This is an optimization exercise on Yosys and OpenROAD, whose aim is small area, a short achievable clock period and few clock cycles per item, not a production implementation. Function was not checked in any run shown here: the RTL went through the layout flow alone. No activity file was given, so power comes from the tool's default toggle rates.

==> flow/design.v (outline; a module is shown in full before it is edited, if it fits) <==
// module booth_multiplier: 2183 lines
module booth_multiplier #(
  parameter MUL_WIDTH = 32
) (
  input                        clk,
  input                        rst_n,
  input                        start,
  input                        sign,
  input      [  MUL_WIDTH-1:0] data_in1,
  input      [  MUL_WIDTH-1:0] data_in2,
  output     [2*MUL_WIDTH-1:0] data_out,
  output reg                   ready
);
  // ...
==> flow/flow/run.sh <==
#!/bin/bash
# Own layout flow: the standard layout (standard.sh) with two changes.
#  1. Synthesis: Yosys's synth is also given -noabc, which drops the generic
#     "abc -fast" pass that runs before ORFS's full-adder extraction, so
#     extract_fa sees the design's full adders as written and maps them
#     without polarity inverters around the adder cells.  fsm and share are
#     still skipped, the design is flattened and renamed the same way, and ABC
#     still maps the remaining logic after adder extraction.
#  2. Port buffers: every input and output port still gets a buffer, but a
#     plain sky130_fd_sc_hd__buf_2 instead of the slow clkdlybuf4s50_1 that
#     buffer_ports picks by default.
# Each tool's output goes to flow.log here and to ORFS's own logs under orfs/logs.
set -euo pipefail
sed 's/yosys synth -nofsm -noshare /yosys synth -nofsm -noshare -noabc /' synth_recipe.tcl > own_synth.tcl
grep -q -- '-noabc' own_synth.tcl
sed -e 's#synth_recipe\.tcl#own_synth.tcl#g' \
    -e "s#CLKGATE_MAP_FILE= #CLKGATE_MAP_FILE= 'BUFFER_PORTS_ARGS=-buffer_cell sky130_fd_sc_hd__buf_2' #" \
    standard.sh > own_standard.sh
grep -q 'own_synth\.tcl' own_standard.sh
grep -q 'BUFFER_PORTS_ARGS' own_standard.sh
bash own_standard.sh > flow.log 2>&1
==> flow/standard.sh <==
#!/bin/bash
# synth_recipe.tcl (not shown) runs the flow's synth.tcl, then flattens the netlist and writes it again
# the make line also repeats each setting of config.mk as NAME=value (left out here)
make -C /OpenROAD-flow-scripts/flow DESIGN_CONFIG=/design/flow/config.mk WORK_HOME=/design/flow/orfs CLKGATE_MAP_FILE= SYNTH_SCRIPT=/design/flow/synth_recipe.tcl "${@:-finish}"
==> flow/config.mk <==
export PLATFORM = sky130hd
export DESIGN_NAME = booth_multiplier
export DESIGN_NICKNAME = booth_multiplier
export VERILOG_FILES = /design/flow/design.v
export SDC_FILE = /design/flow/constraint.sdc
export NUM_CORES = 4
export LEC_CHECK = 0
export CAP_MARGIN = 20
export CORE_MARGIN = 2
export CORE_UTILIZATION = 55
export SETUP_SLACK_MARGIN = 0.6
export SLEW_MARGIN = 20
==> flow/constraint.sdc <==
create_clock -name core_clock -period 5.0 [get_ports {clk}]
set_input_delay 1.0000 -clock core_clock [delete_from_list [all_inputs] [get_ports {clk}]]
set_output_delay 1.0000 -clock core_clock [all_outputs]
set_load 0.01 [all_outputs]
==> summary.txt, run 1 <==
Run status
  – Status: timing/DRC/antenna clean

STA
  – Final setup margin: between 0.5 and 0.6 ns
  – Hold WS: 0.446 ns
  – Setup TNS: 0 ns
  – Slew @ Worst Pin: roughly 0.8 ns
  – Fmax: approximately 230 MHz

Final layout
  – Clock buffer count: 19
  – Storage element area: ~4700 µm²
  – Inverter count: 60
  – Number of flip-flops under the largest register name: 50
  – Largest registers: r0: 50 flops, r1: 49 flops, a_r: 33 flops
  – Flip-flop and latch count: 177
  – Most frequent cells in the layout: xnor2_1, a22oi_1, fa_1, buf_2, edfxtp_1
  – Most common cell after layout, fill and taps aside: xnor2_1
  – # diodes: 1

Worst setup path
  – Crit end category: flip-flop
  – CP Launch Point: data_in2[4]
  – CP bufs+invs: 3
  – Worst setup SP type: primary input
  – Most used cell along the critical path: fa_1

Clocking
  – Clk sink count: 177
  – Maximum clock path buffer count: 2
  – H-tree levels: 4

Routing
  – Via Count: 15.3k
  – Met2 WL: 30400 µm
  – Detailed Route WL: approximately 66000 µm
  – Top Metal Used: met5
  – Via/cell ratio: about 6.5

Pwr
  – Static Leak: roughly 0.009 µW
  – Gate power share: 0.733
  – Power Total: 18000 µW
  – Seq. pwr: around 3400 µW
  – Switch share: 0.454
  – Clk network pwr share: 0.077

Synth
  – Main area contributors after synthesis: fa_1, edfxtp_1, xnor2_1
  – Top-area cell type share of the netlist area: 0.299
  – Yosys warns: 1
  – Post-synth EDFFs: roughly 120
  – Yosys reg bits: between 150 and 200

Global routing
  – Total gr overflow: 0
  – GR Layer Usage met2: 0.554

Place
  – Placed Area: 21900 µm²

Die
  – Die H: 196 µm

Worst hold path
  – Min-Delay Startpoint: idle_a0$_DFF_P_
==> inputs of run 2 (changes only) <==
--- a/flow/design.v
+++ b/flow/design.v
@@ -867,78 +867,78 @@
   assign hc16 = hc8 & fs7;
   assign fs18 = fs8 ^ fc7 ^ pp0[15];
   assign fc18 = (fs8 & fc7) | (fs8 & pp0[15]) | (fc7 & pp0[15]);
-  assign fs19 = fc8 ^ fs9 ^ pp0[16];
-  assign fc19 = (fc8 & fs9) | (fc8 & pp0[16]) | (fs9 & pp0[16]);
-  assign hs17 = pp1[14] ^ pp2[12];
-  assign hc17 = pp1[14] & pp2[12];
-  assign fs20 = fs10 ^ fc9 ^ pp0[17];
-  assign fc20 = (fs10 & fc9) | (fs10 & pp0[17]) | (fc9 & pp0[17]);
-  assign fs21 = pp1[15] ^ pp2[13] ^ pp3[11];
-  assign fc21 = (pp1[15] & pp2[13]) | (pp1[15] & pp3[11]) | (pp2[13] & pp3[11]);
-  assign fs22 = fs11 ^ fc10 ^ pp0[18];
-  assign fc22 = (fs11 & fc10) | (fs11 & pp0[18]) | (fc10 & pp0[18]);
-  assign fs23 = pp1[16] ^ pp2[14] ^ pp3[12];
-  assign fc23 = (pp1[16] & pp2[14]) | (pp1[16] & pp3[12]) | (pp2[14] & pp3[12]);
-  assign fs24 = hs9 ^ fc11 ^ pp0[19];
-  assign fc24 = (hs9 & fc11) | (hs9 & pp0[19]) | (fc11 & pp0[19]);
-  assign fs25 = pp1[17] ^ pp2[15] ^ pp3[13];
-  assign fc25 = (pp1[17] & pp2[15]) | (pp1[17] & pp3[13]) | (pp2[15] & pp3[13]);
-  assign fs26 = hc9 ^ fs12 ^ pp0[20];
-  assign fc26 = (hc9 & fs12) | (hc9 & pp0[20]) | (fs12 & pp0[20]);
-  assign fs27 = pp1[18] ^ pp2[16] ^ pp3[14];
-  assign fc27 = (pp1[18] & pp2[16]) | (pp1[18] & pp3[14]) | (pp2[16] & pp3[14]);
-  assign fs28 = hs10 ^ fc12 ^ pp0[21];
-  assign fc28 = (hs10 & fc12) | (hs10 & pp0[21]) | (fc12 & pp0[21]);
-  assign fs29 = pp1[19] ^ pp2[17] ^ pp3[15];
-  assign fc29 = (pp1[19] & pp2[17]) | (pp1[19] & pp3[15]) | (pp2[17] & pp3[15]);
-  assign fs30 = hc10 ^ fs13 ^ pp0[22];
-  assign fc30 = (hc10 & fs13) | (hc10 & pp0[22]) | (fs13 & pp0[22]);
-  assign fs31 = pp1[20] ^ pp2[18] ^ pp3[16];
-  assign fc31 = (pp1[20] & pp2[18]) | (pp1[20] & pp3[16]) | (pp2[18] & pp3[16]);
-  assign fs32 = hs11 ^ fc13 ^ pp0[23];
-  assign fc32 = (hs11 & fc13) | (hs11 & pp0[23]) | (fc13 & pp0[23]);
-  assign fs33 = pp1[21] ^ pp2[19] ^ pp3[17];
-  assign fc33 = (pp1[21] & pp2[19]) | (pp1[21] & pp3[17]) | (pp2[19] & pp3[17]);
-  assign fs34 = hc11 ^ fs14 ^ pp0[24];
-  assign fc34 = (hc11 & fs14) | (hc11 & pp0[24]) | (fs14 & pp0[24]);
-  assign fs35 = pp1[22] ^ pp2[20] ^ pp3[18];
-  assign fc35 = (pp1[22] & pp2[20]) | (pp1[22] & pp3[18]) | (pp2[20] & pp3[18]);
-  assign fs36 = hs12 ^ fc14 ^ pp0[25];
-  assign fc36 = (hs12 & fc14) | (hs12 & pp0[25]) | (fc14 & pp0[25]);
-  assign fs37 = pp1[23] ^ pp2[21] ^ pp3[19];
-  assign fc37 = (pp1[23] & pp2[21]) | (pp1[23] & pp3[19]) | (pp2[21] & pp3[19]);
-  assign fs38 = hc12 ^ fs15 ^ pp0[26];
-  assign fc38 = (hc12 & fs15) | (hc12 & pp0[26]) | (fs15 & pp0[26]);
-  assign fs39 = pp1[24] ^ pp2[22] ^ pp3[20];
-  assign fc39 = (pp1[24] & pp2[22]) | (pp1[24] & pp3[20]) | (pp2[22] & pp3[20]);
-  assign fs40 = hs13 ^ fc15 ^ pp0[27];
-  assign fc40 = (hs13 & fc15) | (hs13 & pp0[27]) | (fc15 & pp0[27]);
-  assign fs41 = pp1[25] ^ pp2[23] ^ pp3[21];
-  assign fc41 = (pp1[25] & pp2[23]) | (pp1[25] & pp3[21]) | (pp2[23] & pp3[21]);
-  assign fs42 = hc13 ^ fs16 ^ pp0[28];
-  assign fc42 = (hc13 & fs16) | (hc13 & pp0[28]) | (fs16 & pp0[28]);
-  assign fs43 = pp1[26] ^ pp2[24] ^ pp3[22];
-  assign fc43 = (pp1[26] & pp2[24]) | (pp1[26] & pp3[22]) | (pp2[24] & pp3[22]);
-  assign fs44 = hs14 ^ fc16 ^ pp0[29];
-  assign fc44 = (hs14 & fc16) | (hs14 & pp0[29]) | (fc16 & pp0[29]);
-  assign fs45 = pp1[27] ^ pp2[25] ^ pp3[23];
-  assign fc45 = (pp1[27] & pp2[25]) | (pp1[27] & pp3[23]) | (pp2[25] & pp3[23]);
-  assign fs46 = hc14 ^ fs17 ^ pp0[30];
-  assign fc46 = (hc14 & fs17) | (hc14 & pp0[30]) | (fs17 & pp0[30]);
-  assign fs47 = pp1[28] ^ pp2[26] ^ pp3[24];
-  assign fc47 = (pp1[28] & pp2[26]) | (pp1[28] & pp3[24]) | (pp2[26] & pp3[24]);
-  assign fs48 = hs15 ^ fc17 ^ pp0[31];
-  assign fc48 = (hs15 & fc17) | (hs15 & pp0[31]) | (fc17 & pp0[31]);
-  assign fs49 = pp1[29] ^ pp2[27] ^ pp3[25];
-  assign fc49 = (pp1[29] & pp2[27]) | (pp1[29] & pp3[25]) | (pp2[27] & pp3[25]);
-  assign fs50 = ~idle_g ^ hc15 ^ pp0[32];
-  assign fc50 = (~idle_g & hc15) | (~idle_g & pp0[32]) | (hc15 & pp0[32]);
-  assign fs51 = pp1[30] ^ pp2[28] ^ pp3[26];
-  assign fc51 = (pp1[30] & pp2[28]) | (pp1[30] & pp3[26]) | (pp2[28] & pp3[26]);
-  assign fs52 = pp1[31] ^ pp2[29] ^ pp3[27];
-  assign fc52 = (pp1[31] & pp2[29]) | (pp1[31] & pp3[27]) | (pp2[29] & pp3[27]);
-  assign hs18 = ~idle_g ^ pp1[32];
-  assign hc18 = ~idle_g & pp1[32];
+  assign fs19 = fc8 ^ pp8[0] ^ fs9;
+  assign fc19 = (fc8 & pp8[0]) | (fc8 & fs9) | (pp8[0] & fs9);
+  assign hs17 = pp0[16] ^ pp1[14];
+  assign hc17 = pp0[16] & pp1[14];
+  assign fs20 = fs10 ^ pp8[1] ^ fc9;
+  assign fc20 = (fs10 & pp8[1]) | (fs10 & fc9) | (pp8[1] & fc9);
+  assign fs21 = pp0[17] ^ pp1[15] ^ pp2[13];
+  assign fc21 = (pp0[17] & pp1[15]) | (pp0[17] & pp2[13]) | (pp1[15] & pp2[13]);
+  assign fs22 = fs11 ^ fc10 ^ pp8[2];
+  assign fc22 = (fs11 & fc10) | (fs11 & pp8[2]) | (fc10 & pp8[2]);
+  assign fs23 = pp0[18] ^ pp1[16] ^ pp2[14];
+  assign fc23 = (pp0[18] & pp1[16]) | (pp0[18] & pp2[14]) | (pp1[16] & pp2[14]);
+  assign fs24 = hs9 ^ fc11 ^ pp8[3];
+  assign fc24 = (hs9 & fc11) | (hs9 & pp8[3]) | (fc11 & pp8[3]);
+  assign fs25 = pp0[19] ^ pp1[17] ^ pp2[15];
+  assign fc25 = (pp0[19] & pp1[17]) | (pp0[19] & pp2[15]) | (pp1[17] & pp2[15]);
+  assign fs26 = hc9 ^ fs12 ^ pp8[4];
+  assign fc26 = (hc9 & fs12) | (hc9 & pp8[4]) | (fs12 & pp8[4]);
+  assign fs27 = pp0[20] ^ pp1[18] ^ pp2[16];
+  assign fc27 = (pp0[20] & pp1[18]) | (pp0[20] & pp2[16]) | (pp1[18] & pp2[16]);
+  assign fs28 = hs10 ^ fc12 ^ pp8[5];
+  assign fc28 = (hs10 & fc12) | (hs10 & pp8[5]) | (fc12 & pp8[5]);
+  assign fs29 = pp0[21] ^ pp1[19] ^ pp2[17];
+  assign fc29 = (pp0[21] & pp1[19]) | (pp0[21] & pp2[17]) | (pp1[19] & pp2[17]);
+  assign fs30 = hc10 ^ fs13 ^ pp8[6];
+  assign fc30 = (hc10 & fs13) | (hc10 & pp8[6]) | (fs13 & pp8[6]);
+  assign fs31 = pp0[22] ^ pp1[20] ^ pp2[18];
+  assign fc31 = (pp0[22] & pp1[20]) | (pp0[22] & pp2[18]) | (pp1[20] & pp2[18]);
+  assign fs32 = hs11 ^ fc13 ^ pp8[7];
+  assign fc32 = (hs11 & fc13) | (hs11 & pp8[7]) | (fc13 & pp8[7]);
+  assign fs33 = pp0[23] ^ pp1[21] ^ pp2[19];
+  assign fc33 = (pp0[23] & pp1[21]) | (pp0[23] & pp2[19]) | (pp1[21] & pp2[19]);
+  assign fs34 = hc11 ^ fs14 ^ pp8[8];
+  assign fc34 = (hc11 & fs14) | (hc11 & pp8[8]) | (fs14 & pp8[8]);
+  assign fs35 = pp0[24] ^ pp1[22] ^ pp2[20];
+  assign fc35 = (pp0[24] & pp1[22]) | (pp0[24] & pp2[20]) | (pp1[22] & pp2[20]);
+  assign fs36 = hs12 ^ fc14 ^ pp8[9];
+  assign fc36 = (hs12 & fc14) | (hs12 & pp8[9]) | (fc14 & pp8[9]);
+  assign fs37 = pp0[25] ^ pp1[23] ^ pp2[21];
+  assign fc37 = (pp0[25] & pp1[23]) | (pp0[25] & pp2[21]) | (pp1[23] & pp2[21]);
+  assign fs38 = hc12 ^ fs15 ^ pp8[10];
+  assign fc38 = (hc12 & fs15) | (hc12 & pp8[10]) | (fs15 & pp8[10]);
+  assign fs39 = pp0[26] ^ pp1[24] ^ pp2[22];
+  assign fc39 = (pp0[26] & pp1[24]) | (pp0[26] & pp2[22]) | (pp1[24] & pp2[22]);
+  assign fs40 = hs13 ^ fc15 ^ pp8[11];
+  assign fc40 = (hs13 & fc15) | (hs13 & pp8[11]) | (fc15 & pp8[11]);
+  assign fs41 = pp0[27] ^ pp1[25] ^ pp2[23];
+  assign fc41 = (pp0[27] & pp1[25]) | (pp0[27] & pp2[23]) | (pp1[25] & pp2[23]);
+  assign fs42 = hc13 ^ fs16 ^ pp8[12];
+  assign fc42 = (hc13 & fs16) | (hc13 & pp8[12]) | (fs16 & pp8[12]);
+  assign fs43 = pp0[28] ^ pp1[26] ^ pp2[24];
+  assign fc43 = (pp0[28] & pp1[26]) | (pp0[28] & pp2[24]) | (pp1[26] & pp2[24]);
+  assign fs44 = hs14 ^ fc16 ^ pp8[13];
+  assign fc44 = (hs14 & fc16) | (hs14 & pp8[13]) | (fc16 & pp8[13]);
+  assign fs45 = pp0[29] ^ pp1[27] ^ pp2[25];
+  assign fc45 = (pp0[29] & pp1[27]) | (pp0[29] & pp2[25]) | (pp1[27] & pp2[25]);
+  assign fs46 = hc14 ^ fs17 ^ pp8[14];
+  assign fc46 = (hc14 & fs17) | (hc14 & pp8[14]) | (fs17 & pp8[14]);
+  assign fs47 = pp0[30] ^ pp1[28] ^ pp2[26];
+  assign fc47 = (pp0[30] & pp1[28]) | (pp0[30] & pp2[26]) | (pp1[28] & pp2[26]);
+  assign fs48 = hs15 ^ fc17 ^ pp8[15];
+  assign fc48 = (hs15 & fc17) | (hs15 & pp8[15]) | (fc17 & pp8[15]);
+  assign fs49 = pp0[31] ^ pp1[29] ^ pp2[27];
+  assign fc49 = (pp0[31] & pp1[29]) | (pp0[31] & pp2[27]) | (pp1[29] & pp2[27]);
+  assign fs50 = ~idle_g ^ hc15 ^ pp8[16];
+  assign fc50 = (~idle_g & hc15) | (~idle_g & pp8[16]) | (hc15 & pp8[16]);
+  assign fs51 = pp0[32] ^ pp1[30] ^ pp2[28];
+  assign fc51 = (pp0[32] & pp1[30]) | (pp0[32] & pp2[28]) | (pp1[30] & pp2[28]);
+  assign fs52 = pp8[17] ^ pp1[31] ^ pp2[29];
+  assign fc52 = (pp8[17] & pp1[31]) | (pp8[17] & pp2[29]) | (pp1[31] & pp2[29]);
+  assign hs18 = ~idle_g ^ pp8[18];
+  assign hc18 = ~idle_g & pp8[18];
   assign hs19 = hc5 ^ fs4;
   assign hc19 = hc5 & fs4;
   assign fs53 = hs6 ^ fc4 ^ pp0[9];
@@ -975,144 +975,144 @@
   assign fc66 = (pp4[7] & pp5[5]) | (pp4[7] & pp6[3]) | (pp5[5] & pp6[3]);
   assign fs67 = pp7[1] ^ hc16 ^ fs18;
   assign fc67 = (pp7[1] & hc16) | (pp7[1] & fs18) | (hc16 & fs18);
-  assign fs68 = pp3[10] ^ pp4[8] ^ pp5[6];
-  assign fc68 = (pp3[10] & pp4[8]) | (pp3[10] & pp5[6]) | (pp4[8] & pp5[6]);
-  assign fs69 = pp6[4] ^ pp7[2] ^ pp8[0];
-  assign fc69 = (pp6[4] & pp7[2]) | (pp6[4] & pp8[0]) | (pp7[2] & pp8[0]);
-  assign fs70 = hs17 ^ fc18 ^ fs19;
-  assign fc70 = (hs17 & fc18) | (hs17 & fs19) | (fc18 & fs19);
-  assign fs71 = pp4[9] ^ pp5[7] ^ pp6[5];
-  assign fc71 = (pp4[9] & pp5[7]) | (pp4[9] & pp6[5]) | (pp5[7] & pp6[5]);
-  assign fs72 = pp7[3] ^ pp8[1] ^ hc17;
-  assign fc72 = (pp7[3] & pp8[1]) | (pp7[3] & hc17) | (pp8[1] & hc17);
-  assign fs73 = fc19 ^ fs20 ^ fs21;
-  assign fc73 = (fc19 & fs20) | (fc19 & fs21) | (fs20 & fs21);
-  assign fs74 = pp4[10] ^ pp5[8] ^ pp6[6];
-  assign fc74 = (pp4[10] & pp5[8]) | (pp4[10] & pp6[6]) | (pp5[8] & pp6[6]);
-  assign fs75 = pp7[4] ^ pp8[2] ^ fc20;
-  assign fc75 = (pp7[4] & pp8[2]) | (pp7[4] & fc20) | (pp8[2] & fc20);
-  assign fs76 = fc21 ^ fs22 ^ fs23;
-  assign fc76 = (fc21 & fs22) | (fc21 & fs23) | (fs22 & fs23);
-  assign fs77 = pp4[11] ^ pp5[9] ^ pp6[7];
-  assign fc77 = (pp4[11] & pp5[9]) | (pp4[11] & pp6[7]) | (pp5[9] & pp6[7]);
-  assign fs78 = pp7[5] ^ pp8[3] ^ fc22;
-  assign fc78 = (pp7[5] & pp8[3]) | (pp7[5] & fc22) | (pp8[3] & fc22);
-  assign fs79 = fc23 ^ fs24 ^ fs25;
-  assign fc79 = (fc23 & fs24) | (fc23 & fs25) | (fs24 & fs25);
-  assign fs80 = pp4[12] ^ pp5[10] ^ pp6[8];
-  assign fc80 = (pp4[12] & pp5[10]) | (pp4[12] & pp6[8]) | (pp5[10] & pp6[8]);
-  assign fs81 = pp7[6] ^ pp8[4] ^ fc24;
-  assign fc81 = (pp7[6] & pp8[4]) | (pp7[6] & fc24) | (pp8[4] & fc24);
-  assign fs82 = fc25 ^ fs26 ^ fs27;
-  assign fc82 = (fc25 & fs26) | (fc25 & fs27) | (fs26 & fs27);
-  assign fs83 = pp4[13] ^ pp5[11] ^ pp6[9];
-  assign fc83 = (pp4[13] & pp5[11]) | (pp4[13] & pp6[9]) | (pp5[11] & pp6[9]);
-  assign fs84 = pp7[7] ^ pp8[5] ^ fc26;
-  assign fc84 = (pp7[7] & pp8[5]) | (pp7[7] & fc26) | (pp8[5] & fc26);
-  assign fs85 = fc27 ^ fs28 ^ fs29;
-  assign fc85 = (fc27 & fs28) | (fc27 & fs29) | (fs28 & fs29);
-  assign fs86 = pp4[14] ^ pp5[12] ^ pp6[10];
-  assign fc86 = (pp4[14] & pp5[12]) | (pp4[14] & pp6[10]) | (pp5[12] & pp6[10]);
-  assign fs87 = pp7[8] ^ pp8[6] ^ fc28;
-  assign fc87 = (pp7[8] & pp8[6]) | (pp7[8] & fc28) | (pp8[6] & fc28);
-  assign fs88 = fc29 ^ fs30 ^ fs31;
-  assign fc88 = (fc29 & fs30) | (fc29 & fs31) | (fs30 & fs31);
-  assign fs89 = pp4[15] ^ pp5[13] ^ pp6[11];
-  assign fc89 = (pp4[15] & pp5[13]) | (pp4[15] & pp6[11]) | (pp5[13] & pp6[11]);
-  assign fs90 = pp7[9] ^ pp8[7] ^ fc30;
-  assign fc90 = (pp7[9] & pp8[7]) | (pp7[9] & fc30) | (pp8[7] & fc30);
-  assign fs91 = fc31 ^ fs32 ^ fs33;
-  assign fc91 = (fc31 & fs32) | (fc31 & fs33) | (fs32 & fs33);
-  assign fs92 = pp4[16] ^ pp5[14] ^ pp6[12];
-  assign fc92 = (pp4[16] & pp5[14]) | (pp4[16] & pp6[12]) | (pp5[14] & pp6[12]);
-  assign fs93 = pp7[10] ^ pp8[8] ^ fc32;
-  assign fc93 = (pp7[10] & pp8[8]) | (pp7[10] & fc32) | (pp8[8] & fc32);
-  assign fs94 = fc33 ^ fs34 ^ fs35;
-  assign fc94 = (fc33 & fs34) | (fc33 & fs35) | (fs34 & fs35);
-  assign fs95 = pp4[17] ^ pp5[15] ^ pp6[13];
-  assign fc95 = (pp4[17] & pp5[15]) | (pp4[17] & pp6[13]) | (pp5[15] & pp6[13]);
-  assign fs96 = pp7[11] ^ pp8[9] ^ fc34;
-  assign fc96 = (pp7[11] & pp8[9]) | (pp7[11] & fc34) | (pp8[9] & fc34);
-  assign fs97 = fc35 ^ fs36 ^ fs37;
-  assign fc97 = (fc35 & fs36) | (fc35 & fs37) | (fs36 & fs37);
-  assign fs98 = pp4[18] ^ pp5[16] ^ pp6[14];
-  assign fc98 = (pp4[18] & pp5[16]) | (pp4[18] & pp6[14]) | (pp5[16] & pp6[14]);
-  assign fs99 = pp7[12] ^ pp8[10] ^ fc36;
-  assign fc99 = (pp7[12] & pp8[10]) | (pp7[12] & fc36) | (pp8[10] & fc36);
-  assign fs100 = fc37 ^ fs38 ^ fs39;
-  assign fc100 = (fc37 & fs38) | (fc37 & fs39) | (fs38 & fs39);
-  assign fs101 = pp4[19] ^ pp5[17] ^ pp6[15];
-  assign fc101 = (pp4[19] & pp5[17]) | (pp4[19] & pp6[15]) | (pp5[17] & pp6[15]);
-  assign fs102 = pp7[13] ^ pp8[11] ^ fc38;
-  assign fc102 = (pp7[13] & pp8[11]) | (pp7[13] & fc38) | (pp8[11] & fc38);
-  assign fs103 = fc39 ^ fs40 ^ fs41;
-  assign fc103 = (fc39 & fs40) | (fc39 & fs41) | (fs40 & fs41);
-  assign fs104 = pp4[20] ^ pp5[18] ^ pp6[16];
-  assign fc104 = (pp4[20] & pp5[18]) | (pp4[20] & pp6[16]) | (pp5[18] & pp6[16]);
-  assign fs105 = pp7[14] ^ pp8[12] ^ fc40;
-  assign fc105 = (pp7[14] & pp8[12]) | (pp7[14] & fc40) | (pp8[12] & fc40);
-  assign fs106 = fc41 ^ fs42 ^ fs43;
-  assign fc106 = (fc41 & fs42) | (fc41 & fs43) | (fs42 & fs43);
-  assign fs107 = pp4[21] ^ pp5[19] ^ pp6[17];
-  assign fc107 = (pp4[21] & pp5[19]) | (pp4[21] & pp6[17]) | (pp5[19] & pp6[17]);
-  assign fs108 = pp7[15] ^ pp8[13] ^ fc42;
-  assign fc108 = (pp7[15] & pp8[13]) | (pp7[15] & fc42) | (pp8[13] & fc42);
-  assign fs109 = fc43 ^ fs44 ^ fs45;
-  assign fc109 = (fc43 & fs44) | (fc43 & fs45) | (fs44 & fs45);
-  assign fs110 = pp4[22] ^ pp5[20] ^ pp6[18];
-  assign fc110 = (pp4[22] & pp5[20]) | (pp4[22] & pp6[18]) | (pp5[20] & pp6[18]);
-  assign fs111 = pp7[16] ^ pp8[14] ^ fc44;
-  assign fc111 = (pp7[16] & pp8[14]) | (pp7[16] & fc44) | (pp8[14] & fc44);
-  assign fs112 = fc45 ^ fs46 ^ fs47;
-  assign fc112 = (fc45 & fs46) | (fc45 & fs47) | (fs46 & fs47);
-  assign fs113 = pp4[23] ^ pp5[21] ^ pp6[19];
-  assign fc113 = (pp4[23] & pp5[21]) | (pp4[23] & pp6[19]) | (pp5[21] & pp6[19]);
-  assign fs114 = pp7[17] ^ pp8[15] ^ fc46;
-  assign fc114 = (pp7[17] & pp8[15]) | (pp7[17] & fc46) | (pp8[15] & fc46);
-  assign fs115 = fc47 ^ fs48 ^ fs49;
-  assign fc115 = (fc47 & fs48) | (fc47 & fs49) | (fs48 & fs49);
-  assign fs116 = pp4[24] ^ pp5[22] ^ pp6[20];
-  assign fc116 = (pp4[24] & pp5[22]) | (pp4[24] & pp6[20]) | (pp5[22] & pp6[20]);
-  assign fs117 = pp7[18] ^ pp8[16] ^ fc48;
-  assign fc117 = (pp7[18] & pp8[16]) | (pp7[18] & fc48) | (pp8[16] & fc48);
-  assign fs118 = fc49 ^ fs50 ^ fs51;
-  assign fc118 = (fc49 & fs50) | (fc49 & fs51) | (fs50 & fs51);
-  assign fs119 = pp4[25] ^ pp5[23] ^ pp6[21];
-  assign fc119 = (pp4[25] & pp5[23]) | (pp4[25] & pp6[21]) | (pp5[23] & pp6[21]);
-  assign fs120 = pp7[19] ^ pp8[17] ^ ~pp0[33];
-  assign fc120 = (pp7[19] & pp8[17]) | (pp7[19] & ~pp0[33]) | (pp8[17] & ~pp0[33]);
+  assign fs68 = pp2[12] ^ pp3[10] ^ pp4[8];
+  assign fc68 = (pp2[12] & pp3[10]) | (pp2[12] & pp4[8]) | (pp3[10] & pp4[8]);
+  assign fs69 = pp5[6] ^ pp6[4] ^ pp7[2];
+  assign fc69 = (pp5[6] & pp6[4]) | (pp5[6] & pp7[2]) | (pp6[4] & pp7[2]);
+  assign fs70 = fs19 ^ hs17 ^ fc18;
+  assign fc70 = (fs19 & hs17) | (fs19 & fc18) | (hs17 & fc18);
+  assign fs71 = pp3[11] ^ pp4[9] ^ pp5[7];
+  assign fc71 = (pp3[11] & pp4[9]) | (pp3[11] & pp5[7]) | (pp4[9] & pp5[7]);
+  assign fs72 = pp6[5] ^ pp7[3] ^ fc19;
+  assign fc72 = (pp6[5] & pp7[3]) | (pp6[5] & fc19) | (pp7[3] & fc19);
+  assign fs73 = fs20 ^ hc17 ^ fs21;
+  assign fc73 = (fs20 & hc17) | (fs20 & fs21) | (hc17 & fs21);
+  assign fs74 = pp3[12] ^ pp4[10] ^ pp5[8];
+  assign fc74 = (pp3[12] & pp4[10]) | (pp3[12] & pp5[8]) | (pp4[10] & pp5[8]);
+  assign fs75 = pp6[6] ^ pp7[4] ^ fs22;
+  assign fc75 = (pp6[6] & pp7[4]) | (pp6[6] & fs22) | (pp7[4] & fs22);
+  assign fs76 = fc20 ^ fc21 ^ fs23;
+  assign fc76 = (fc20 & fc21) | (fc20 & fs23) | (fc21 & fs23);
+  assign fs77 = pp3[13] ^ pp4[11] ^ pp5[9];
+  assign fc77 = (pp3[13] & pp4[11]) | (pp3[13] & pp5[9]) | (pp4[11] & pp5[9]);
+  assign fs78 = pp6[7] ^ pp7[5] ^ fc22;
+  assign fc78 = (pp6[7] & pp7[5]) | (pp6[7] & fc22) | (pp7[5] & fc22);
+  assign fs79 = fs24 ^ fc23 ^ fs25;
+  assign fc79 = (fs24 & fc23) | (fs24 & fs25) | (fc23 & fs25);
+  assign fs80 = pp3[14] ^ pp4[12] ^ pp5[10];
+  assign fc80 = (pp3[14] & pp4[12]) | (pp3[14] & pp5[10]) | (pp4[12] & pp5[10]);
+  assign fs81 = pp6[8] ^ pp7[6] ^ fc24;
+  assign fc81 = (pp6[8] & pp7[6]) | (pp6[8] & fc24) | (pp7[6] & fc24);
+  assign fs82 = fs26 ^ fc25 ^ fs27;
+  assign fc82 = (fs26 & fc25) | (fs26 & fs27) | (fc25 & fs27);
+  assign fs83 = pp3[15] ^ pp4[13] ^ pp5[11];
+  assign fc83 = (pp3[15] & pp4[13]) | (pp3[15] & pp5[11]) | (pp4[13] & pp5[11]);
+  assign fs84 = pp6[9] ^ pp7[7] ^ fc26;
+  assign fc84 = (pp6[9] & pp7[7]) | (pp6[9] & fc26) | (pp7[7] & fc26);
+  assign fs85 = fs28 ^ fc27 ^ fs29;
+  assign fc85 = (fs28 & fc27) | (fs28 & fs29) | (fc27 & fs29);
+  assign fs86 = pp3[16] ^ pp4[14] ^ pp5[12];
+  assign fc86 = (pp3[16] & pp4[14]) | (pp3[16] & pp5[12]) | (pp4[14] & pp5[12]);
+  assign fs87 = pp6[10] ^ pp7[8] ^ fc28;
+  assign fc87 = (pp6[10] & pp7[8]) | (pp6[10] & fc28) | (pp7[8] & fc28);
+  assign fs88 = fs30 ^ fc29 ^ fs31;
+  assign fc88 = (fs30 & fc29) | (fs30 & fs31) | (fc29 & fs31);
+  assign fs89 = pp3[17] ^ pp4[15] ^ pp5[13];
+  assign fc89 = (pp3[17] & pp4[15]) | (pp3[17] & pp5[13]) | (pp4[15] & pp5[13]);
+  assign fs90 = pp6[11] ^ pp7[9] ^ fc30;
+  assign fc90 = (pp6[11] & pp7[9]) | (pp6[11] & fc30) | (pp7[9] & fc30);
+  assign fs91 = fs32 ^ fc31 ^ fs33;
+  assign fc91 = (fs32 & fc31) | (fs32 & fs33) | (fc31 & fs33);
+  assign fs92 = pp3[18] ^ pp4[16] ^ pp5[14];
+  assign fc92 = (pp3[18] & pp4[16]) | (pp3[18] & pp5[14]) | (pp4[16] & pp5[14]);
+  assign fs93 = pp6[12] ^ pp7[10] ^ fc32;
+  assign fc93 = (pp6[12] & pp7[10]) | (pp6[12] & fc32) | (pp7[10] & fc32);
+  assign fs94 = fs34 ^ fc33 ^ fs35;
+  assign fc94 = (fs34 & fc33) | (fs34 & fs35) | (fc33 & fs35);
+  assign fs95 = pp3[19] ^ pp4[17] ^ pp5[15];
+  assign fc95 = (pp3[19] & pp4[17]) | (pp3[19] & pp5[15]) | (pp4[17] & pp5[15]);
+  assign fs96 = pp6[13] ^ pp7[11] ^ fc34;
+  assign fc96 = (pp6[13] & pp7[11]) | (pp6[13] & fc34) | (pp7[11] & fc34);
+  assign fs97 = fs36 ^ fc35 ^ fs37;
+  assign fc97 = (fs36 & fc35) | (fs36 & fs37) | (fc35 & fs37);
+  assign fs98 = pp3[20] ^ pp4[18] ^ pp5[16];
+  assign fc98 = (pp3[20] & pp4[18]) | (pp3[20] & pp5[16]) | (pp4[18] & pp5[16]);
+  assign fs99 = pp6[14] ^ pp7[12] ^ fc36;
+  assign fc99 = (pp6[14] & pp7[12]) | (pp6[14] & fc36) | (pp7[12] & fc36);
+  assign fs100 = fs38 ^ fc37 ^ fs39;
+  assign fc100 = (fs38 & fc37) | (fs38 & fs39) | (fc37 & fs39);
+  assign fs101 = pp3[21] ^ pp4[19] ^ pp5[17];
+  assign fc101 = (pp3[21] & pp4[19]) | (pp3[21] & pp5[17]) | (pp4[19] & pp5[17]);
+  assign fs102 = pp6[15] ^ pp7[13] ^ fc38;
+  assign fc102 = (pp6[15] & pp7[13]) | (pp6[15] & fc38) | (pp7[13] & fc38);
+  assign fs103 = fs40 ^ fc39 ^ fs41;
+  assign fc103 = (fs40 & fc39) | (fs40 & fs41) | (fc39 & fs41);
+  assign fs104 = pp3[22] ^ pp4[20] ^ pp5[18];
+  assign fc104 = (pp3[22] & pp4[20]) | (pp3[22] & pp5[18]) | (pp4[20] & pp5[18]);
+  assign fs105 = pp6[16] ^ pp7[14] ^ fc40;
+  assign fc105 = (pp6[16] & pp7[14]) | (pp6[16] & fc40) | (pp7[14] & fc40);
+  assign fs106 = fs42 ^ fc41 ^ fs43;
+  assign fc106 = (fs42 & fc41) | (fs42 & fs43) | (fc41 & fs43);
+  assign fs107 = pp3[23] ^ pp4[21] ^ pp5[19];
+  assign fc107 = (pp3[23] & pp4[21]) | (pp3[23] & pp5[19]) | (pp4[21] & pp5[19]);
+  assign fs108 = pp6[17] ^ pp7[15] ^ fc42;
+  assign fc108 = (pp6[17] & pp7[15]) | (pp6[17] & fc42) | (pp7[15] & fc42);
+  assign fs109 = fs44 ^ fc43 ^ fs45;
+  assign fc109 = (fs44 & fc43) | (fs44 & fs45) | (fc43 & fs45);
+  assign fs110 = pp3[24] ^ pp4[22] ^ pp5[20];
+  assign fc110 = (pp3[24] & pp4[22]) | (pp3[24] & pp5[20]) | (pp4[22] & pp5[20]);
+  assign fs111 = pp6[18] ^ pp7[16] ^ fc44;
+  assign fc111 = (pp6[18] & pp7[16]) | (pp6[18] & fc44) | (pp7[16] & fc44);
+  assign fs112 = fs46 ^ fc45 ^ fs47;
+  assign fc112 = (fs46 & fc45) | (fs46 & fs47) | (fc45 & fs47);
+  assign fs113 = pp3[25] ^ pp4[23] ^ pp5[21];
+  assign fc113 = (pp3[25] & pp4[23]) | (pp3[25] & pp5[21]) | (pp4[23] & pp5[21]);
+  assign fs114 = pp6[19] ^ pp7[17] ^ fc46;
+  assign fc114 = (pp6[19] & pp7[17]) | (pp6[19] & fc46) | (pp7[17] & fc46);
+  assign fs115 = fs48 ^ fc47 ^ fs49;
+  assign fc115 = (fs48 & fc47) | (fs48 & fs49) | (fc47 & fs49);
+  assign fs116 = pp3[26] ^ pp4[24] ^ pp5[22];
+  assign fc116 = (pp3[26] & pp4[24]) | (pp3[26] & pp5[22]) | (pp4[24] & pp5[22]);
+  assign fs117 = pp6[20] ^ pp7[18] ^ fc48;
+  assign fc117 = (pp6[20] & pp7[18]) | (pp6[20] & fc48) | (pp7[18] & fc48);
+  assign fs118 = fs50 ^ fc49 ^ fs51;
+  assign fc118 = (fs50 & fc49) | (fs50 & fs51) | (fc49 & fs51);
+  assign fs119 = pp3[27] ^ pp4[25] ^ pp5[23];
+  assign fc119 = (pp3[27] & pp4[25]) | (pp3[27] & pp5[23]) | (pp4[25] & pp5[23]);
+  assign fs120 = pp6[21] ^ pp7[19] ^ ~pp0[33];
+  assign fc120 = (pp6[21] & pp7[19]) | (pp6[21] & ~pp0[33]) | (pp7[19] & ~pp0[33]);
   assign fs121 = fc50 ^ fc51 ^ fs52;
   assign fc121 = (fc50 & fc51) | (fc50 & fs52) | (fc51 & fs52);
-  assign fs122 = pp2[30] ^ pp3[28] ^ pp4[26];
-  assign fc122 = (pp2[30] & pp3[28]) | (pp2[30] & pp4[26]) | (pp3[28] & pp4[26]);
-  assign fs123 = pp5[24] ^ pp6[22] ^ pp7[20];
-  assign fc123 = (pp5[24] & pp6[22]) | (pp5[24] & pp7[20]) | (pp6[22] & pp7[20]);
-  assign fs124 = pp8[18] ^ hs18 ^ fc52;
-  assign fc124 = (pp8[18] & hs18) | (pp8[18] & fc52) | (hs18 & fc52);
-  assign fs125 = pp2[31] ^ pp3[29] ^ pp4[27];
-  assign fc125 = (pp2[31] & pp3[29]) | (pp2[31] & pp4[27]) | (pp3[29] & pp4[27]);
-  assign fs126 = pp5[25] ^ pp6[23] ^ pp7[21];
-  assign fc126 = (pp5[25] & pp6[23]) | (pp5[25] & pp7[21]) | (pp6[23] & pp7[21]);
-  assign fs127 = pp8[19] ^ ~pp1[33] ^ hc18;
-  assign fc127 = (pp8[19] & ~pp1[33]) | (pp8[19] & hc18) | (~pp1[33] & hc18);
-  assign fs128 = ~idle_g ^ pp2[32] ^ pp3[30];
-  assign fc128 = (~idle_g & pp2[32]) | (~idle_g & pp3[30]) | (pp2[32] & pp3[30]);
-  assign fs129 = pp4[28] ^ pp5[26] ^ pp6[24];
-  assign fc129 = (pp4[28] & pp5[26]) | (pp4[28] & pp6[24]) | (pp5[26] & pp6[24]);
-  assign hs22 = pp7[22] ^ pp8[20];
-  assign hc22 = pp7[22] & pp8[20];
-  assign fs130 = pp3[31] ^ pp4[29] ^ pp5[27];
-  assign fc130 = (pp3[31] & pp4[29]) | (pp3[31] & pp5[27]) | (pp4[29] & pp5[27]);
-  assign fs131 = pp6[25] ^ pp7[23] ^ pp8[21];
-  assign fc131 = (pp6[25] & pp7[23]) | (pp6[25] & pp8[21]) | (pp7[23] & pp8[21]);
-  assign fs132 = ~idle_g ^ pp3[32] ^ pp4[30];
-  assign fc132 = (~idle_g & pp3[32]) | (~idle_g & pp4[30]) | (pp3[32] & pp4[30]);
-  assign hs23 = pp5[28] ^ pp6[26];
-  assign hc23 = pp5[28] & pp6[26];
-  assign fs133 = pp4[31] ^ pp5[29] ^ pp6[27];
-  assign fc133 = (pp4[31] & pp5[29]) | (pp4[31] & pp6[27]) | (pp5[29] & pp6[27]);
-  assign hs24 = ~idle_g ^ pp4[32];
-  assign hc24 = ~idle_g & pp4[32];
+  assign fs122 = pp1[32] ^ pp2[30] ^ pp3[28];
+  assign fc122 = (pp1[32] & pp2[30]) | (pp1[32] & pp3[28]) | (pp2[30] & pp3[28]);
+  assign fs123 = pp4[26] ^ pp5[24] ^ pp6[22];
+  assign fc123 = (pp4[26] & pp5[24]) | (pp4[26] & pp6[22]) | (pp5[24] & pp6[22]);
+  assign fs124 = pp7[20] ^ hs18 ^ fc52;
+  assign fc124 = (pp7[20] & hs18) | (pp7[20] & fc52) | (hs18 & fc52);
+  assign fs125 = pp8[19] ^ pp2[31] ^ pp3[29];
+  assign fc125 = (pp8[19] & pp2[31]) | (pp8[19] & pp3[29]) | (pp2[31] & pp3[29]);
+  assign fs126 = pp4[27] ^ pp5[25] ^ pp6[23];
+  assign fc126 = (pp4[27] & pp5[25]) | (pp4[27] & pp6[23]) | (pp5[25] & pp6[23]);
+  assign fs127 = pp7[21] ^ ~pp1[33] ^ hc18;
+  assign fc127 = (pp7[21] & ~pp1[33]) | (pp7[21] & hc18) | (~pp1[33] & hc18);
+  assign fs128 = ~idle_g ^ pp8[20] ^ pp2[32];
+  assign fc128 = (~idle_g & pp8[20]) | (~idle_g & pp2[32]) | (pp8[20] & pp2[32]);
+  assign fs129 = pp3[30] ^ pp4[28] ^ pp5[26];
+  assign fc129 = (pp3[30] & pp4[28]) | (pp3[30] & pp5[26]) | (pp4[28] & pp5[26]);
+  assign hs22 = pp6[24] ^ pp7[22];
+  assign hc22 = pp6[24] & pp7[22];
+  assign fs130 = pp8[21] ^ pp3[31] ^ pp4[29];
+  assign fc130 = (pp8[21] & pp3[31]) | (pp8[21] & pp4[29]) | (pp3[31] & pp4[29]);
+  assign fs131 = pp5[27] ^ pp6[25] ^ pp7[23];
+  assign fc131 = (pp5[27] & pp6[25]) | (pp5[27] & pp7[23]) | (pp6[25] & pp7[23]);
+  assign fs132 = ~idle_g ^ pp8[22] ^ pp3[32];
+  assign fc132 = (~idle_g & pp8[22]) | (~idle_g & pp3[32]) | (pp8[22] & pp3[32]);
+  assign hs23 = pp4[30] ^ pp5[28];
+  assign hc23 = pp4[30] & pp5[28];
+  assign fs133 = pp8[23] ^ pp4[31] ^ pp5[29];
+  assign fc133 = (pp8[23] & pp4[31]) | (pp8[23] & pp5[29]) | (pp4[31] & pp5[29]);
+  assign hs24 = ~idle_g ^ pp8[24];
+  assign hc24 = ~idle_g & pp8[24];
   assign hs25 = hc3 ^ fs2;
   assign hc25 = hc3 & fs2;
   assign fs134 = hs4 ^ fc2 ^ pp0[5];
@@ -1165,66 +1165,66 @@
   assign fc156 = (fc68 & fc69) | (fc68 & fs71) | (fc69 & fs71);
   assign fs157 = fs72 ^ fc70 ^ fs73;
   assign fc157 = (fs72 & fc70) | (fs72 & fs73) | (fc70 & fs73);
-  assign fs158 = fc71 ^ fs74 ^ fc72;
-  assign fc158 = (fc71 & fs74) | (fc71 & fc72) | (fs74 & fc72);
-  assign fs159 = fc73 ^ fs75 ^ fs76;
-  assign fc159 = (fc73 & fs75) | (fc73 & fs76) | (fs75 & fs76);
+  assign fs158 = fc71 ^ fs74 ^ fs75;
+  assign fc158 = (fc71 & fs74) | (fc71 & fs75) | (fs74 & fs75);
+  assign fs159 = fc72 ^ fc73 ^ fs76;
+  assign fc159 = (fc72 & fc73) | (fc72 & fs76) | (fc73 & fs76);
   assign fs160 = fc74 ^ fs77 ^ fc75;
   assign fc160 = (fc74 & fs77) | (fc74 & fc75) | (fs77 & fc75);
-  assign fs161 = fc76 ^ fs78 ^ fs79;
-  assign fc161 = (fc76 & fs78) | (fc76 & fs79) | (fs78 & fs79);
+  assign fs161 = fs78 ^ fc76 ^ fs79;
+  assign fc161 = (fs78 & fc76) | (fs78 & fs79) | (fc76 & fs79);
   assign fs162 = fc77 ^ fs80 ^ fc78;
   assign fc162 = (fc77 & fs80) | (fc77 & fc78) | (fs80 & fc78);
-  assign fs163 = fc79 ^ fs81 ^ fs82;
-  assign fc163 = (fc79 & fs81) | (fc79 & fs82) | (fs81 & fs82);
+  assign fs163 = fs81 ^ fc79 ^ fs82;
+  assign fc163 = (fs81 & fc79) | (fs81 & fs82) | (fc79 & fs82);
   assign fs164 = fc80 ^ fs83 ^ fc81;
   assign fc164 = (fc80 & fs83) | (fc80 & fc81) | (fs83 & fc81);
-  assign fs165 = fc82 ^ fs84 ^ fs85;
-  assign fc165 = (fc82 & fs84) | (fc82 & fs85) | (fs84 & fs85);
+  assign fs165 = fs84 ^ fc82 ^ fs85;
+  assign fc165 = (fs84 & fc82) | (fs84 & fs85) | (fc82 & fs85);
   assign fs166 = fc83 ^ fs86 ^ fc84;
   assign fc166 = (fc83 & fs86) | (fc83 & fc84) | (fs86 & fc84);
-  assign fs167 = fc85 ^ fs87 ^ fs88;
-  assign fc167 = (fc85 & fs87) | (fc85 & fs88) | (fs87 & fs88);
+  assign fs167 = fs87 ^ fc85 ^ fs88;
+  assign fc167 = (fs87 & fc85) | (fs87 & fs88) | (fc85 & fs88);
   assign fs168 = fc86 ^ fs89 ^ fc87;
   assign fc168 = (fc86 & fs89) | (fc86 & fc87) | (fs89 & fc87);
-  assign fs169 = fc88 ^ fs90 ^ fs91;
-  assign fc169 = (fc88 & fs90) | (fc88 & fs91) | (fs90 & fs91);
+  assign fs169 = fs90 ^ fc88 ^ fs91;
+  assign fc169 = (fs90 & fc88) | (fs90 & fs91) | (fc88 & fs91);
   assign fs170 = fc89 ^ fs92 ^ fc90;
   assign fc170 = (fc89 & fs92) | (fc89 & fc90) | (fs92 & fc90);
-  assign fs171 = fc91 ^ fs93 ^ fs94;
-  assign fc171 = (fc91 & fs93) | (fc91 & fs94) | (fs93 & fs94);
+  assign fs171 = fs93 ^ fc91 ^ fs94;
+  assign fc171 = (fs93 & fc91) | (fs93 & fs94) | (fc91 & fs94);
   assign fs172 = fc92 ^ fs95 ^ fc93;
   assign fc172 = (fc92 & fs95) | (fc92 & fc93) | (fs95 & fc93);
-  assign fs173 = fc94 ^ fs96 ^ fs97;
-  assign fc173 = (fc94 & fs96) | (fc94 & fs97) | (fs96 & fs97);
+  assign fs173 = fs96 ^ fc94 ^ fs97;
+  assign fc173 = (fs96 & fc94) | (fs96 & fs97) | (fc94 & fs97);
   assign fs174 = fc95 ^ fs98 ^ fc96;
   assign fc174 = (fc95 & fs98) | (fc95 & fc96) | (fs98 & fc96);
-  assign fs175 = fc97 ^ fs99 ^ fs100;
-  assign fc175 = (fc97 & fs99) | (fc97 & fs100) | (fs99 & fs100);
+  assign fs175 = fs99 ^ fc97 ^ fs100;
+  assign fc175 = (fs99 & fc97) | (fs99 & fs100) | (fc97 & fs100);
   assign fs176 = fc98 ^ fs101 ^ fc99;
   assign fc176 = (fc98 & fs101) | (fc98 & fc99) | (fs101 & fc99);
-  assign fs177 = fc100 ^ fs102 ^ fs103;
-  assign fc177 = (fc100 & fs102) | (fc100 & fs103) | (fs102 & fs103);
+  assign fs177 = fs102 ^ fc100 ^ fs103;
+  assign fc177 = (fs102 & fc100) | (fs102 & fs103) | (fc100 & fs103);
   assign fs178 = fc101 ^ fs104 ^ fc102;
   assign fc178 = (fc101 & fs104) | (fc101 & fc102) | (fs104 & fc102);
-  assign fs179 = fc103 ^ fs105 ^ fs106;
-  assign fc179 = (fc103 & fs105) | (fc103 & fs106) | (fs105 & fs106);
+  assign fs179 = fs105 ^ fc103 ^ fs106;
+  assign fc179 = (fs105 & fc103) | (fs105 & fs106) | (fc103 & fs106);
   assign fs180 = fc104 ^ fs107 ^ fc105;
   assign fc180 = (fc104 & fs107) | (fc104 & fc105) | (fs107 & fc105);
-  assign fs181 = fc106 ^ fs108 ^ fs109;
-  assign fc181 = (fc106 & fs108) | (fc106 & fs109) | (fs108 & fs109);
+  assign fs181 = fs108 ^ fc106 ^ fs109;
+  assign fc181 = (fs108 & fc106) | (fs108 & fs109) | (fc106 & fs109);
   assign fs182 = fc107 ^ fs110 ^ fc108;
   assign fc182 = (fc107 & fs110) | (fc107 & fc108) | (fs110 & fc108);
-  assign fs183 = fc109 ^ fs111 ^ fs112;
-  assign fc183 = (fc109 & fs111) | (fc109 & fs112) | (fs111 & fs112);
+  assign fs183 = fs111 ^ fc109 ^ fs112;
+  assign fc183 = (fs111 & fc109) | (fs111 & fs112) | (fc109 & fs112);
   assign fs184 = fc110 ^ fs113 ^ fc111;
   assign fc184 = (fc110 & fs113) | (fc110 & fc111) | (fs113 & fc111);
-  assign fs185 = fc112 ^ fs114 ^ fs115;
-  assign fc185 = (fc112 & fs114) | (fc112 & fs115) | (fs114 & fs115);
+  assign fs185 = fs114 ^ fc112 ^ fs115;
+  assign fc185 = (fs114 & fc112) | (fs114 & fs115) | (fc112 & fs115);
   assign fs186 = fc113 ^ fs116 ^ fc114;
   assign fc186 = (fc113 & fs116) | (fc113 & fc114) | (fs116 & fc114);
-  assign fs187 = fc115 ^ fs117 ^ fs118;
-  assign fc187 = (fc115 & fs117) | (fc115 & fs118) | (fs117 & fs118);
+  assign fs187 = fs117 ^ fc115 ^ fs118;
+  assign fc187 = (fs117 & fc115) | (fs117 & fs118) | (fc115 & fs118);
   assign fs188 = fc116 ^ fs119 ^ fs120;
   assign fc188 = (fc116 & fs119) | (fc116 & fs120) | (fs119 & fs120);
   assign fs189 = fc117 ^ fc118 ^ fs121;
@@ -1245,30 +1245,30 @@
   assign fc196 = (~pp2[33] & hc22) | (~pp2[33] & fc128) | (hc22 & fc128);
   assign fs197 = fc129 ^ fs130 ^ fs131;
   assign fc197 = (fc129 & fs130) | (fc129 & fs131) | (fs130 & fs131);
-  assign fs198 = pp7[24] ^ pp8[22] ^ hs23;
-  assign fc198 = (pp7[24] & pp8[22]) | (pp7[24] & hs23) | (pp8[22] & hs23);
+  assign fs198 = pp6[26] ^ pp7[24] ^ hs23;
+  assign fc198 = (pp6[26] & pp7[24]) | (pp6[26] & hs23) | (pp7[24] & hs23);
   assign fs199 = fc130 ^ fc131 ^ fs132;
   assign fc199 = (fc130 & fc131) | (fc130 & fs132) | (fc131 & fs132);
-  assign fs200 = pp7[25] ^ pp8[23] ^ ~pp3[33];
-  assign fc200 = (pp7[25] & pp8[23]) | (pp7[25] & ~pp3[33]) | (pp8[23] & ~pp3[33]);
+  assign fs200 = pp6[27] ^ pp7[25] ^ ~pp3[33];
+  assign fc200 = (pp6[27] & pp7[25]) | (pp6[27] & ~pp3[33]) | (pp7[25] & ~pp3[33]);
   assign fs201 = hc23 ^ fc132 ^ fs133;
   assign fc201 = (hc23 & fc132) | (hc23 & fs133) | (fc132 & fs133);
-  assign fs202 = pp5[30] ^ pp6[28] ^ pp7[26];
-  assign fc202 = (pp5[30] & pp6[28]) | (pp5[30] & pp7[26]) | (pp6[28] & pp7[26]);
-  assign fs203 = pp8[24] ^ hs24 ^ fc133;
-  assign fc203 = (pp8[24] & hs24) | (pp8[24] & fc133) | (hs24 & fc133);
-  assign fs204 = pp5[31] ^ pp6[29] ^ pp7[27];
-  assign fc204 = (pp5[31] & pp6[29]) | (pp5[31] & pp7[27]) | (pp6[29] & pp7[27]);
-  assign fs205 = pp8[25] ^ ~pp4[33] ^ hc24;
-  assign fc205 = (pp8[25] & ~pp4[33]) | (pp8[25] & hc24) | (~pp4[33] & hc24);
-  assign fs206 = ~idle_g ^ pp5[32] ^ pp6[30];
-  assign fc206 = (~idle_g & pp5[32]) | (~idle_g & pp6[30]) | (pp5[32] & pp6[30]);
-  assign hs27 = pp7[28] ^ pp8[26];
-  assign hc27 = pp7[28] & pp8[26];
-  assign fs207 = pp6[31] ^ pp7[29] ^ pp8[27];
-  assign fc207 = (pp6[31] & pp7[29]) | (pp6[31] & pp8[27]) | (pp7[29] & pp8[27]);
-  assign hs28 = ~idle_g ^ pp6[32];
-  assign hc28 = ~idle_g & pp6[32];
+  assign fs202 = pp4[32] ^ pp5[30] ^ pp6[28];
+  assign fc202 = (pp4[32] & pp5[30]) | (pp4[32] & pp6[28]) | (pp5[30] & pp6[28]);
+  assign fs203 = pp7[26] ^ hs24 ^ fc133;
+  assign fc203 = (pp7[26] & hs24) | (pp7[26] & fc133) | (hs24 & fc133);
+  assign fs204 = pp8[25] ^ pp5[31] ^ pp6[29];
+  assign fc204 = (pp8[25] & pp5[31]) | (pp8[25] & pp6[29]) | (pp5[31] & pp6[29]);
+  assign fs205 = pp7[27] ^ ~pp4[33] ^ hc24;
+  assign fc205 = (pp7[27] & ~pp4[33]) | (pp7[27] & hc24) | (~pp4[33] & hc24);
+  assign fs206 = ~idle_g ^ pp8[26] ^ pp5[32];
+  assign fc206 = (~idle_g & pp8[26]) | (~idle_g & pp5[32]) | (pp8[26] & pp5[32]);
+  assign hs27 = pp6[30] ^ pp7[28];
+  assign hc27 = pp6[30] & pp7[28];
+  assign fs207 = pp8[27] ^ pp6[31] ^ pp7[29];
+  assign fc207 = (pp8[27] & pp6[31]) | (pp8[27] & pp7[29]) | (pp6[31] & pp7[29]);
+  assign hs28 = ~idle_g ^ pp8[28];
+  assign hc28 = ~idle_g & pp8[28];
   assign hs29 = fc0 ^ fs1;
   assign hc29 = fc0 & fs1;
   assign fs208 = hs3 ^ fc1 ^ pp0[3];
@@ -1339,8 +1339,8 @@
   assign fc240 = (fc190 & fs192) | (fc190 & fc191) | (fs192 & fc191);
   assign fs241 = fc192 ^ fs194 ^ fs195;
   assign fc241 = (fc192 & fs194) | (fc192 & fs195) | (fs194 & fs195);
-  assign fs242 = fc194 ^ fs196 ^ fs197;
-  assign fc242 = (fc194 & fs196) | (fc194 & fs197) | (fs196 & fs197);
+  assign fs242 = fc194 ^ fs196 ^ fc195;
+  assign fc242 = (fc194 & fs196) | (fc194 & fc195) | (fs196 & fc195);
   assign fs243 = fs198 ^ fc196 ^ fc197;
   assign fc243 = (fs198 & fc196) | (fs198 & fc197) | (fc196 & fc197);
   assign fs244 = fs200 ^ fc198 ^ fc199;
@@ -1353,10 +1353,10 @@
   assign fc247 = (hs27 & fc204) | (hs27 & fs206) | (fc204 & fs206);
   assign fs248 = ~pp5[33] ^ hc27 ^ fc206;
   assign fc248 = (~pp5[33] & hc27) | (~pp5[33] & fc206) | (hc27 & fc206);
-  assign fs249 = pp7[30] ^ pp8[28] ^ hs28;
-  assign fc249 = (pp7[30] & pp8[28]) | (pp7[30] & hs28) | (pp8[28] & hs28);
-  assign fs250 = pp7[31] ^ pp8[29] ^ ~pp6[33];
-  assign fc250 = (pp7[31] & pp8[29]) | (pp7[31] & ~pp6[33]) | (pp8[29] & ~pp6[33]);
+  assign fs249 = pp6[32] ^ pp7[30] ^ hs28;
+  assign fc249 = (pp6[32] & pp7[30]) | (pp6[32] & hs28) | (pp7[30] & hs28);
+  assign fs250 = pp8[29] ^ pp7[31] ^ ~pp6[33];
+  assign fc250 = (pp8[29] & pp7[31]) | (pp8[29] & ~pp6[33]) | (pp7[31] & ~pp6[33]);
   assign hs30 = hs2 ^ neg[0];
   assign hc30 = hs2 & neg[0];
   assign fs251 = fs0 ^ hc2 ^ pp0[1];
@@ -1431,8 +1431,8 @@
   assign fc285 = (fs193 & fc239) | (fs193 & fs240) | (fc239 & fs240);
   assign fs286 = fc193 ^ fs241 ^ fc240;
   assign fc286 = (fc193 & fs241) | (fc193 & fc240) | (fs241 & fc240);
-  assign fs287 = fc195 ^ fs242 ^ fc241;
-  assign fc287 = (fc195 & fs242) | (fc195 & fc241) | (fs242 & fc241);
+  assign fs287 = fs197 ^ fc241 ^ fs242;
+  assign fc287 = (fs197 & fc241) | (fs197 & fs242) | (fc241 & fs242);
   assign fs288 = fs199 ^ fc242 ^ fs243;
   assign fc288 = (fs199 & fc242) | (fs199 & fs243) | (fc242 & fs243);
   assign fs289 = fs201 ^ fc243 ^ fs244;
@@ -1449,8 +1449,8 @@
   assign fc294 = (fc207 & fs249) | (fc207 & fc248) | (fs249 & fc248);
   assign fs295 = hc28 ^ fs250 ^ fc249;
   assign fc295 = (hc28 & fs250) | (hc28 & fc249) | (fs250 & fc249);
-  assign fs296 = pp7[32] ^ pp8[30] ^ fc250;
-  assign fc296 = (pp7[32] & pp8[30]) | (pp7[32] & fc250) | (pp8[30] & fc250);
+  assign fs296 = pp8[30] ^ pp7[32] ^ fc250;
+  assign fc296 = (pp8[30] & pp7[32]) | (pp8[30] & fc250) | (pp7[32] & fc250);
   assign hs31 = pp8[31] ^ ~pp7[33];
   assign hc31 = pp8[31] & ~pp7[33];
   assign t0[0] = hs30;
@@ -1529,8 +1529,8 @@
   assign t1[36] = fc285;
   assign t0[37] = fs287;
   assign t1[37] = fc286;
-  assign t0[38] = fs288;
-  assign t1[38] = fc287;
+  assign t0[38] = fc287;
+  assign t1[38] = fs288;
   assign t0[39] = fc288;
   assign t1[39] = fs289;
   assign t0[40] = fc289;
==> run 2 against run 1 <==
Count of clock-buffer cells in the layout stayed put; register-to-register slack worse by 0.02 ns; setup slack got worse by 0.060 ns; combinational power is essentially flat; synthesized cell count unchanged.
==> summary.txt, run 2 <==
Die
  – Starting density of the core: 0.556 (was 0.555)
  – Num rows: 70 (unchanged)
  – Die H: 196 µm (about the same)
  – Total core area: 36400 µm² (unchanged)
  – Die footprint: 38400 µm² (was 38300 µm²)
  – IO Count: 133 (unchanged)
  – Die width: 196 µm (about the same)

STA
  – # setup viols final: 0 (unchanged)
  – Fin crit period: 4.47 ns (was 4.41 ns)
  – Worst-case clock skew: 0.0259 ns (was 0.0212 ns)
  – RSZ-0062 raised after global routing: true (unchanged)
  – Fin crit share: 0.895 (was 0.883)
  – Number of hold violations in the final report: 0 (unchanged)
  – Max Slew Vio Count: 0 (unchanged)
  – Fmax: 224 MHz (was 227 MHz)
  – Slew @ Worst Pin: 0.894 ns (was 0.821 ns)
  – Setup TNS: 0 ns (unchanged)
  – Final setup margin: 0.527 ns (was 0.587 ns)
  – Worst slew margin: 0.404 (was 0.453)

Pwr
  – Power Total: 18200 µW (was 18000 µW)
  – Clk network pwr share: 0.083 (was 0.077)
  – Pwr Density: 778 nW/µm² (was 784 nW/µm²)
  – Static Leak: 0.00901 µW (was 0.00882 µW)
  – Gate power share: 0.728 (was 0.733)
  – Internal power: 10100 µW (was 9810 µW)
  – Register share of total power: 0.188 (was 0.190)
  – Switch share: 0.448 (was 0.454)
  – Net switching power: 8160 µW (was 8150 µW)
  – VDD IR-drop max: 850 µV (was 387 µV)

Synth
  – Most frequent cell after synthesis: xnor2_1 (unchanged)
  – Post-synth top cells: xnor2_1, fa_1, a22oi_1, edfxtp_1, clkbuf_1 (unchanged)
  – Synth Area in Compound Gates: 0.147 (about the same)
  – Synth Cell Area: 20200 µm² (about the same)
  – Post-synth ARST share: 0 (unchanged)
  – Top-area cell type share of the netlist area: 0.299 (about the same)
  – Main area contributors after synthesis: fa_1, edfxtp_1, xnor2_1 (unchanged)
  – Seq/Total Area, Yosys: 0.233 (about the same)
  – Post-synth EDFFs: 117 (unchanged)
  – Simple-gate share of the synthesized area: 0.0524 (about the same)
  – Leading area contributor after synthesis: fa_1 (unchanged)
  – Yosys reg bits: 177 (unchanged)
  – Synth Area in XOR/XNOR: 0.159 (about the same)
  – Yosys warns: 1 (unchanged)
  – Largest family of logic cells by synthesized area: adder cells (unchanged)
  – Adder-Cell Fraction of Synth Area: 0.346 (about the same)
  – Mux cell area share after synthesis: 0.0234 (about the same)
  – Number of distinct library cells after synthesis: 55 (unchanged)
  – Syn_area_per_cell: 11.3 µm² (about the same)
  – Synthesized net count: 2236 (unchanged)
  – Synth Instances: 1789 (unchanged)
  – Most used flip-flop cell after synthesis: edfxtp_1 (unchanged)

Global routing
  – Antenna violations before repair: 0 (was 4)
  – Largest net degree at the start of global routing: 58 (was 49)
  – First-pass GRT wire length: 100000 µm (was 99900 µm)
  – Total GRT Usage: 0.358 (was 0.356)
  – Total gr overflow: 0 (unchanged)
  – Vias in the first global route: 16.5k (was 15.8k)

Final layout
  – Largest Register: r0 (unchanged)
  – Largest registers: r0: 50 flops, r1: 49 flops, a_r: 33 flops (unchanged)
  – Post-route cell area: 23400 µm² (was 22900 µm²)
  – Synth-to-Final Area Change: 15.8% (was 13.3%)
  – Layout cell share with drive strength beyond 1: 0.244 (was 0.212)
  – # diodes: 0 (was 1)
  – Most frequent cells in the layout: xnor2_1, a22oi_1, fa_1, buf_2, edfxtp_1 (unchanged)
  – Most common cell after layout, fill and taps aside: xnor2_1 (unchanged)
  – Final nets: 2350 (was 2335)
  – Non-filler cells, final: 2384 (was 2370)
  – Number of flip-flops under the largest register name: 50 (unchanged)

Routing
  – Pre-antenna DRT Iters: 6 (was 5)
  – DR WL/cell: 28.2 µm (was 28.0 µm)
  – DRC viols: 0 (unchanged)
  – Via Count: 15.2k (was 15.3k)
  – Detailed Route WL: 67300 µm (was 66400 µm)
  – Detailed router's first-iteration violation count: 1458 (was 1533)
  – ANT nets after route: 0 (unchanged)
  – Via/cell ratio: 6.38 (was 6.45)

Clocking
  – H-tree levels: 4 (unchanged)
  – Maximum clock path buffer count: 2 (unchanged)
  – Clock latency (worst-skew pair): 0.48 ns (about the same)
  – CTS Root Cell: clkbuf_16 (unchanged)
  – Hold_buf cts: 0 (unchanged)
  – Num CTS Buffers: 17 (unchanged)
  – Clk sink count: 177 (unchanged)
  – CTS tree: done (unchanged)
  – Worst-path clk slew: 0.08 ns (about the same)

Place
  – Placed Area: 22000 µm² (was 21900 µm²)
  – Placed cells: 2318 (unchanged)
  – IO buf count: 132 (unchanged)
  – DP HPWL: 47500 µm (was 47900 µm)
  – Placer Congestion: 0.926 (was 0.913)
  – Worst slack, placed: -0.241 ns (was 0.0933 ns)

Worst setup path
  – Critical path peak fanout: 5 (was 8)
  – Crit end category: flip-flop (unchanged)
  – Worst Path Class, Setup: primary input to flip-flop (unchanged)
  – Worst setup SP type: primary input (unchanged)
  – Crit path DAT: 4.67 ns (was 4.63 ns)
  – Worst path required time: 5.20 ns (was 5.22 ns)

Flow run
  – MaxCap Viol Count: 0 (unchanged)

Run status
  – Status: timing/DRC/antenna clean (unchanged)

Worst hold path
  – Worst hold path class: flip-flop to flip-flop (unchanged)
run 2: final timing paths:
| check | end | start | depth (start not counted) | slack (ns) |
|---|---|---|---|---|
| worst max-delay path | r1[25]$_DFFE_PP_ | data_in2[15] | 12 | 0.53 |
| worst max register to register | r1[17]$_DFFE_PP_ | idle_r$_DFF_P_ | 9 | 0.70 |
| worst min register to register | idle_a0$_DFF_P_ | idle_a0$_DFF_P_ | 1 | 0.43 |
| worst min-delay path | idle_a0$_DFF_P_ | idle_a0$_DFF_P_ | 1 | 0.43 |
run 2: power by group through the flow:
stage,sequential [µW],combinational (µW),clock (µW)
floorplan,3250,8720,0
global placement,3430,12400,0
detailed placement,3440,12800,0
CTS,3420,13000,1540
global route,3470,14800,1590
finish,3430,13300,1520
run 2: metrics by stage:
step / util / hold slack (ns)
6_report: 0.643 / 0.433
5_1_grt: 0.643 / 0.449
4_1_cts: 0.630 / 0.421
3_5_place_dp: 0.605 / 0.403
3_3_place_gp: 0.605 / 0.389
2_1_floorplan: - / 0.436
run 2: final cells by class:
type / count / area, µm²
Multi-Input combinational cell: 1413 / 15400
Fill cell: 2902 / 13000
Inverter: 60 / 233
Timing Repair Buffer: 234 / 1830
Clock inverter: 13 / 185
Tap cell: 468 / 586
Sequential cell: 177 / 4720
Clock buffer: 19 / 475
run 2: what timing repair did:
item / in CTS / in global routing
pin swaps: 25 / 38
cloned: 1 / 3
endpoints found under the setup margin: 38 / 42
setup buffers: 7 / 23
gates resized for setup: 33 / 57
run 2: critical path: stages:
cell      delay (ns)
buf_6           0.09
or3b_4          0.39
a21boi_4        0.16
buf_12          0.14
buf_4           0.13
a22oi_2         0.11
xnor2_2         0.35
fa_2            0.54
fa_2            0.46
fa_2            0.35
fa_1            0.51
fa_2            0.43
run 2: per-layer routing:
metal | global-route usage | vias to the layer above | wire length [µm]
met2 | 0.606 | 825 | 32800
li1 | - | 6452 | -
met1 | 0.416 | 7684 | 24900
met4 | 0.254 | 0 | 4840
met3 | 0.0595 | 243 | 4740
met5 | 0 | - | 0
run 2: kinds of logic after synthesis:
logic type,count (synthesis)
DFF,177
and+or+nand+nor,212
muxes,43
adders and majority gates,379
AOI/OAI and AO/OA,411
xor gates and xnor gates,368
buffers and inverters,199

what the ideal ports hide:
The flow's constraints put no driver on any port. The routed layouts listed below were extracted and timed again, unchanged, in two steps. Step 1 (the two cells are an assumption about what drives the block):
set clk [get_ports {clk}]
set_driving_cell -lib_cell sky130_fd_sc_hd__clkbuf_16 $clk
set_driving_cell -lib_cell sky130_fd_sc_hd__buf_2 [delete_from_list [all_inputs] $clk]
Step 2 also shifts input and output timing later by t, the mid clock arrival at the registers, as if the neighbouring blocks saw the same clock. Three values: no drivers, after step 1, after step 2; two values: the first two.
run	t (ns)	setup slack, ns	hold WS [ns]	worst data-port slew with drivers (ns)	pins driven straight from the clock port
run 1	0.526	0.587 / 0.550 / 0.079	0.446 / 0.446 / 0.446	0.06	1
run 2	0.520	0.527 / 0.546 / 0.026	0.433 / 0.433 / 0.433	0.05	1
After both steps every run listed still meets setup and hold. For run 1, which loses most, drivers alone change the setup slack by -0.037 ns; drivers and shift together by -0.508 ns.
